Background: an optimization exercise with open tools, aiming at small area. Do not read the settings as production practice.
Function was checked by simulation only, so behaviour that the tests miss may differ from the original.
The clock input has no modelled driver; a real chip could not lean on it and would need a root buffer or a full tree.

## JK
Design top, start of the top module:
module top(
		o_seg_enb,
		o_seg_dp,
		o_seg,
		o_alarm,
		i_sw0,
		i_sw1,
		i_sw2,
		i_sw3,
		clk,
		rst_n);
export LEC_CHECK = 0
export CAP_MARGIN = 20
export CORE_MARGIN = 2
export CORE_UTILIZATION = 85
export SLEW_MARGIN = 20
create_clock -name core_clock -period 20.0 [get_ports {clk}]
standard.sh (not shown) runs the stock make flow with config.mk's settings and CLKGATE_MAP_FILE= SYNTH_SCRIPT=/design/flow/synth_recipe.tcl, a recipe that flattens the netlist after the stock synthesis.
==> flow/flow/run.sh <==
#!/bin/bash
# Own layout flow: the standard synthesis, then its combinational logic re-mapped
# for area (registers untouched), then the standard layout steps from floorplan on.
set -euo pipefail
W=$PWD
F=$W/flow
R=$W/orfs/results/$FLOW_PLATFORM/top/base
PLAT=$FLOW_HOME/platforms/$FLOW_PLATFORM

bash standard.sh synth > $W/log_1_standard_synth.log 2>&1
cp $R/1_2_yosys.v $W/1_2_yosys.standard.v

printf 'set_driving_cell sky130_fd_sc_hd__buf_1\nset_load 5\n' > $W/abc.constr
export RS_LIB=$PLAT/lib/sky130_fd_sc_hd__tt_025C_1v80.lib
export RS_IN=$W/1_2_yosys.standard.v
export RS_TOP=$FLOW_TOP
export RS_CONSTR=$W/abc.constr
export RS_PERIOD_PS=$(python3 -c "print(int(round($FLOW_PERIOD_NS*1000)))")
export RS_DONT_USE="$(sed -n '/DONT_USE_CELLS/,/^$/p' $PLAT/config.mk | grep -o 'sky130_fd_sc_hd__[a-z0-9_]*' | tr '\n' ' ')"
# one re-mapping per random seed of ABC's &deepsyn, in parallel; keep the smallest
for S in 1 2 3 4; do
  sed "s/@SEED@/$S/" $F/area.abc > $W/area_$S.abc
  ( RS_ABC=$W/area_$S.abc RS_OUT=$W/1_2_yosys.resyn_$S.v \
      yosys -c $F/resyn.tcl > $W/log_2_resyn_$S.log 2>&1 ) &
done
wait
best=$(for S in 1 2 3 4; do
  a=$(grep "Chip area for module" $W/log_2_resyn_$S.log | tail -1 | awk '{print $NF}')
  [ -n "$a" ] && echo "$a $S"
done | sort -g | head -1 | awk '{print $2}')
echo "resyn seed $best" > $W/log_2_resyn_choice.log
cp $W/1_2_yosys.resyn_$best.v $R/1_2_yosys.v

bash standard.sh do-1_synth > $W/log_3_synth_odb.log 2>&1
export OWN_FLOW_DIR=$F
export OWN_CLK_SLEW_TARGET=0.105
bash standard.sh \
  "POST_CTS_TCL=$F/post_cts.tcl" \
  "BUFFER_PORTS_ARGS=-buffer_cell sky130_fd_sc_hd__buf_1" \
  "CTS_ARGS=-sink_clustering_enable -repair_clock_nets -dont_use_dummy_load -buf_list sky130_fd_sc_hd__clkbuf_8 -root_buf sky130_fd_sc_hd__clkbuf_8 -sink_clustering_size 40 -sink_clustering_max_diameter 150" \
  finish > $W/log_4_standard_finish.log 2>&1
==> flow/flow/resyn.tcl <==
# Re-map the combinational logic of the standard synthesis netlist for area.
# The flip-flops stay as they are (same instances, names and cell types).
set lib $::env(RS_LIB)
yosys read_liberty -ignore_miss_func $lib
yosys read_verilog $::env(RS_IN)
yosys hierarchy -top $::env(RS_TOP)
yosys blackbox sky130_fd_sc_hd__*df*
yosys flatten
yosys delete t:\$scopeinfo
yosys opt -purge
set du {}
foreach c $::env(RS_DONT_USE) { lappend du -dont_use $c }
yosys abc -script $::env(RS_ABC) -liberty $lib {*}$du -constr $::env(RS_CONSTR) -D $::env(RS_PERIOD_PS)
yosys opt_clean -purge
yosys hilomap -singleton -hicell sky130_fd_sc_hd__conb_1 HI -locell sky130_fd_sc_hd__conb_1 LO
yosys splitnets
yosys opt_clean -purge
yosys stat -liberty $lib
yosys write_verilog -noattr -noexpr -nohex -nodec $::env(RS_OUT)
Other scripts of this flow, unchanged in this note and not shown: flow/flow/area.abc, flow/flow/clk_tree.tcl, flow/flow/post_cts.tcl
JK never completed; the flow aborted with a tool error in global placement without I/O (3_1_place_gp_skip_io).
--- input diff JK..MS ---
Settings: a change of CORE_UTILIZATION from 85 to 70.
-- flow/flow/run.sh --
<<< JK, line 20
# one re-mapping per random seed of ABC's &deepsyn, in parallel; keep the smallest
for S in 1 2 3 4; do
  sed "s/@SEED@/$S/" $F/area.abc > $W/area_$S.abc
  ( RS_ABC=$W/area_$S.abc RS_OUT=$W/1_2_yosys.resyn_$S.v \
      yosys -c $F/resyn.tcl > $W/log_2_resyn_$S.log 2>&1 ) &
>>> MS, line 20
# Re-map in rounds: each round runs ABC's &deepsyn with 4 random seeds in
# parallel from the best netlist so far, and keeps a result only if smaller.
area_of() { grep "Chip area for module" $1 | tail -1 | awk '{print $NF}'; }
cur=$RS_IN
cur_area=1e9
: > $W/log_2_resyn_choice.log
for round in 0 1 2; do
  for k in 1 2 3 4; do
    S=$((round * 4 + k))
    sed "s/@SEED@/$S/" $F/area.abc > $W/area_$S.abc
    ( RS_IN=$cur RS_ABC=$W/area_$S.abc RS_OUT=$W/1_2_yosys.resyn_$S.v \
        yosys -c $F/resyn.tcl > $W/log_2_resyn_$S.log 2>&1 ) &
  done
  wait
  for k in 1 2 3 4; do
    S=$((round * 4 + k))
    a=$(area_of $W/log_2_resyn_$S.log || true)
    [ -n "$a" ] || continue
    if python3 -c "import sys; sys.exit(0 if $a < $cur_area else 1)"; then
      cur_area=$a; best=$S
    fi
  done
  cur=$W/1_2_yosys.resyn_$best.v
  echo "round $round: best seed $best, area $cur_area" >> $W/log_2_resyn_choice.log
<<< JK, line 26
wait
best=$(for S in 1 2 3 4; do
  a=$(grep "Chip area for module" $W/log_2_resyn_$S.log | tail -1 | awk '{print $NF}')
  [ -n "$a" ] && echo "$a $S"
done | sort -g | head -1 | awk '{print $2}')
echo "resyn seed $best" > $W/log_2_resyn_choice.log
cp $W/1_2_yosys.resyn_$best.v $R/1_2_yosys.v
>>> MS, line 45
cp $cur $R/1_2_yosys.v
==> comparison <==
The flow did not stop early for MS: all stages ran, and the layout cleared the timing, DRC and antenna checks.
Net count after synthesis: MS lower than JK
Going from JK to MS, mean area per synthesized cell grew by a few percent.
Summary — synthesized cell count, MS relative to JK: lower, by 5.0%.
Between MS and JK, it is MS whose count of standard-cell rows is higher, by 2.
What AL does differently from MS at the input level:
-- flow/flow/run.sh --
<<< MS, line 20
# Re-map in rounds: each round runs ABC's &deepsyn with 4 random seeds in
# parallel from the best netlist so far, and keeps a result only if smaller.
area_of() { grep "Chip area for module" $1 | tail -1 | awk '{print $NF}'; }
cur=$RS_IN
cur_area=1e9
: > $W/log_2_resyn_choice.log
for round in 0 1 2; do
  for k in 1 2 3 4; do
    S=$((round * 4 + k))
    sed "s/@SEED@/$S/" $F/area.abc > $W/area_$S.abc
    ( RS_IN=$cur RS_ABC=$W/area_$S.abc RS_OUT=$W/1_2_yosys.resyn_$S.v \
        yosys -c $F/resyn.tcl > $W/log_2_resyn_$S.log 2>&1 ) &
  done
  wait
  for k in 1 2 3 4; do
    S=$((round * 4 + k))
    a=$(area_of $W/log_2_resyn_$S.log || true)
    [ -n "$a" ] || continue
    if python3 -c "import sys; sys.exit(0 if $a < $cur_area else 1)"; then
      cur_area=$a; best=$S
    fi
  done
  cur=$W/1_2_yosys.resyn_$best.v
  echo "round $round: best seed $best, area $cur_area" >> $W/log_2_resyn_choice.log
>>> AL, line 20
# one re-mapping per random seed of ABC's &deepsyn, in parallel; keep the smallest
for S in 1 2 3 4; do
  sed "s/@SEED@/$S/" $F/area.abc > $W/area_$S.abc
  ( RS_ABC=$W/area_$S.abc RS_OUT=$W/1_2_yosys.resyn_$S.v \
      yosys -c $F/resyn.tcl > $W/log_2_resyn_$S.log 2>&1 ) &
<<< MS, line 45
cp $cur $R/1_2_yosys.v
>>> AL, line 26
wait
best=$(for S in 1 2 3 4; do
  a=$(grep "Chip area for module" $W/log_2_resyn_$S.log | tail -1 | awk '{print $NF}')
  [ -n "$a" ] && echo "$a $S"
done | sort -g | head -1 | awk '{print $2}')
echo "resyn seed $best" > $W/log_2_resyn_choice.log
cp $W/1_2_yosys.resyn_$best.v $R/1_2_yosys.v
### Flow results
MS closes out successfully: all stages finished, all timing, DRC and antenna checks passed.
AL went all the way through the flow, and no timing, DRC or antenna check failed.
In the reports for MS and AL, the smaller area after synthesis belongs to MS.
AL vs MS — area of the die climbed slightly
In AL relative to MS, first-iteration detailed-routing DRC count had gone up by more than 10%.
Compared AL vs MS, and final critical-path required period is up in AL.
Comparing MS and AL, the higher post-DP HPWL was measured on AL.
On critical path depth, the higher figure sits with MS, not AL.
Relative to MS, the wire length the detailed router placed on met1 measured on AL has increased by a few percent.
Setup changes, AL to TR
-- flow/flow/run.sh --
<<< AL, line 20
# one re-mapping per random seed of ABC's &deepsyn, in parallel; keep the smallest
for S in 1 2 3 4; do
  sed "s/@SEED@/$S/" $F/area.abc > $W/area_$S.abc
  ( RS_ABC=$W/area_$S.abc RS_OUT=$W/1_2_yosys.resyn_$S.v \
      yosys -c $F/resyn.tcl > $W/log_2_resyn_$S.log 2>&1 ) &
>>> TR, line 20
# Re-map in rounds: each round runs ABC's &deepsyn with 4 random seeds in
# parallel from the best netlist so far, and keeps a result only if smaller.
# Stop after 8 rounds, or after 2 rounds in a row without a smaller result.
area_of() { grep "Chip area for module" $1 | tail -1 | awk '{print $NF}'; }
cur=$RS_IN
cur_area=1e9
stale=0
: > $W/log_2_resyn_choice.log
for round in 0 1 2 3 4 5 6 7; do
  improved=0
  for k in 1 2 3 4; do
    S=$((round * 4 + k))
    sed "s/@SEED@/$S/" $F/area.abc > $W/area_$S.abc
    ( RS_IN=$cur RS_ABC=$W/area_$S.abc RS_OUT=$W/1_2_yosys.resyn_$S.v \
        yosys -c $F/resyn.tcl > $W/log_2_resyn_$S.log 2>&1 ) &
  done
  wait
  for k in 1 2 3 4; do
    S=$((round * 4 + k))
    a=$(area_of $W/log_2_resyn_$S.log || true)
    [ -n "$a" ] || continue
    if python3 -c "import sys; sys.exit(0 if $a < $cur_area else 1)"; then
      cur_area=$a; best=$S; improved=1
    fi
  done
  cur=$W/1_2_yosys.resyn_$best.v
  echo "round $round: best seed $best, area $cur_area" >> $W/log_2_resyn_choice.log
  if [ $improved = 1 ]; then stale=0; else stale=$((stale + 1)); fi
  [ $stale -ge 2 ] && break
<<< AL, line 26
wait
best=$(for S in 1 2 3 4; do
  a=$(grep "Chip area for module" $W/log_2_resyn_$S.log | tail -1 | awk '{print $NF}')
  [ -n "$a" ] && echo "$a $S"
done | sort -g | head -1 | awk '{print $2}')
echo "resyn seed $best" > $W/log_2_resyn_choice.log
cp $W/1_2_yosys.resyn_$best.v $R/1_2_yosys.v
>>> TR, line 50
cp $cur $R/1_2_yosys.v
==> run summary <==
Delta (TR minus AL): transition time at the pin with the least slew margin went up; number of fillers in the final layout lower; chip height saw a decrease; wire length has decreased. Higher final cell utilization of the core was reported by AL, not TR. Of AL and TR, the run reporting the lower post-placement cell area was TR. On area of the die, AL loses to TR.
In MS, AL and TR the design's own scripts or RTL, not TritonCTS, make the clock network.

re-timing with driven ports:
No port has a modelled driver above. Below, the same layouts with a new extraction and two added sets of constraints. Step 1, drivers: a clkbuf_16 drives clk and a buf_2 each remaining input, both assumed. Step 2, shift: input delay + t, output delay - t, t = (earliest + latest rising clock arrival at the registers) / 2. This alone moves slack from input paths to output paths. Slacks: ideal ports / drivers / drivers and shift; pairs: ideal ports / drivers.
| run | t, ns | setup WS [ns] | worst data-port slew with drivers (ns) |
|---|---|---|---|
| MS | 0.409 | 12.378 / 12.353 / 12.762 | 0.03 |
| AL | 0.448 | 12.273 / 12.244 / 12.692 | 0.03 |
| TR | 0.446 | 12.706 / 12.678 / 13.124 | 0.03 |
After both steps every run listed still meets setup and hold.
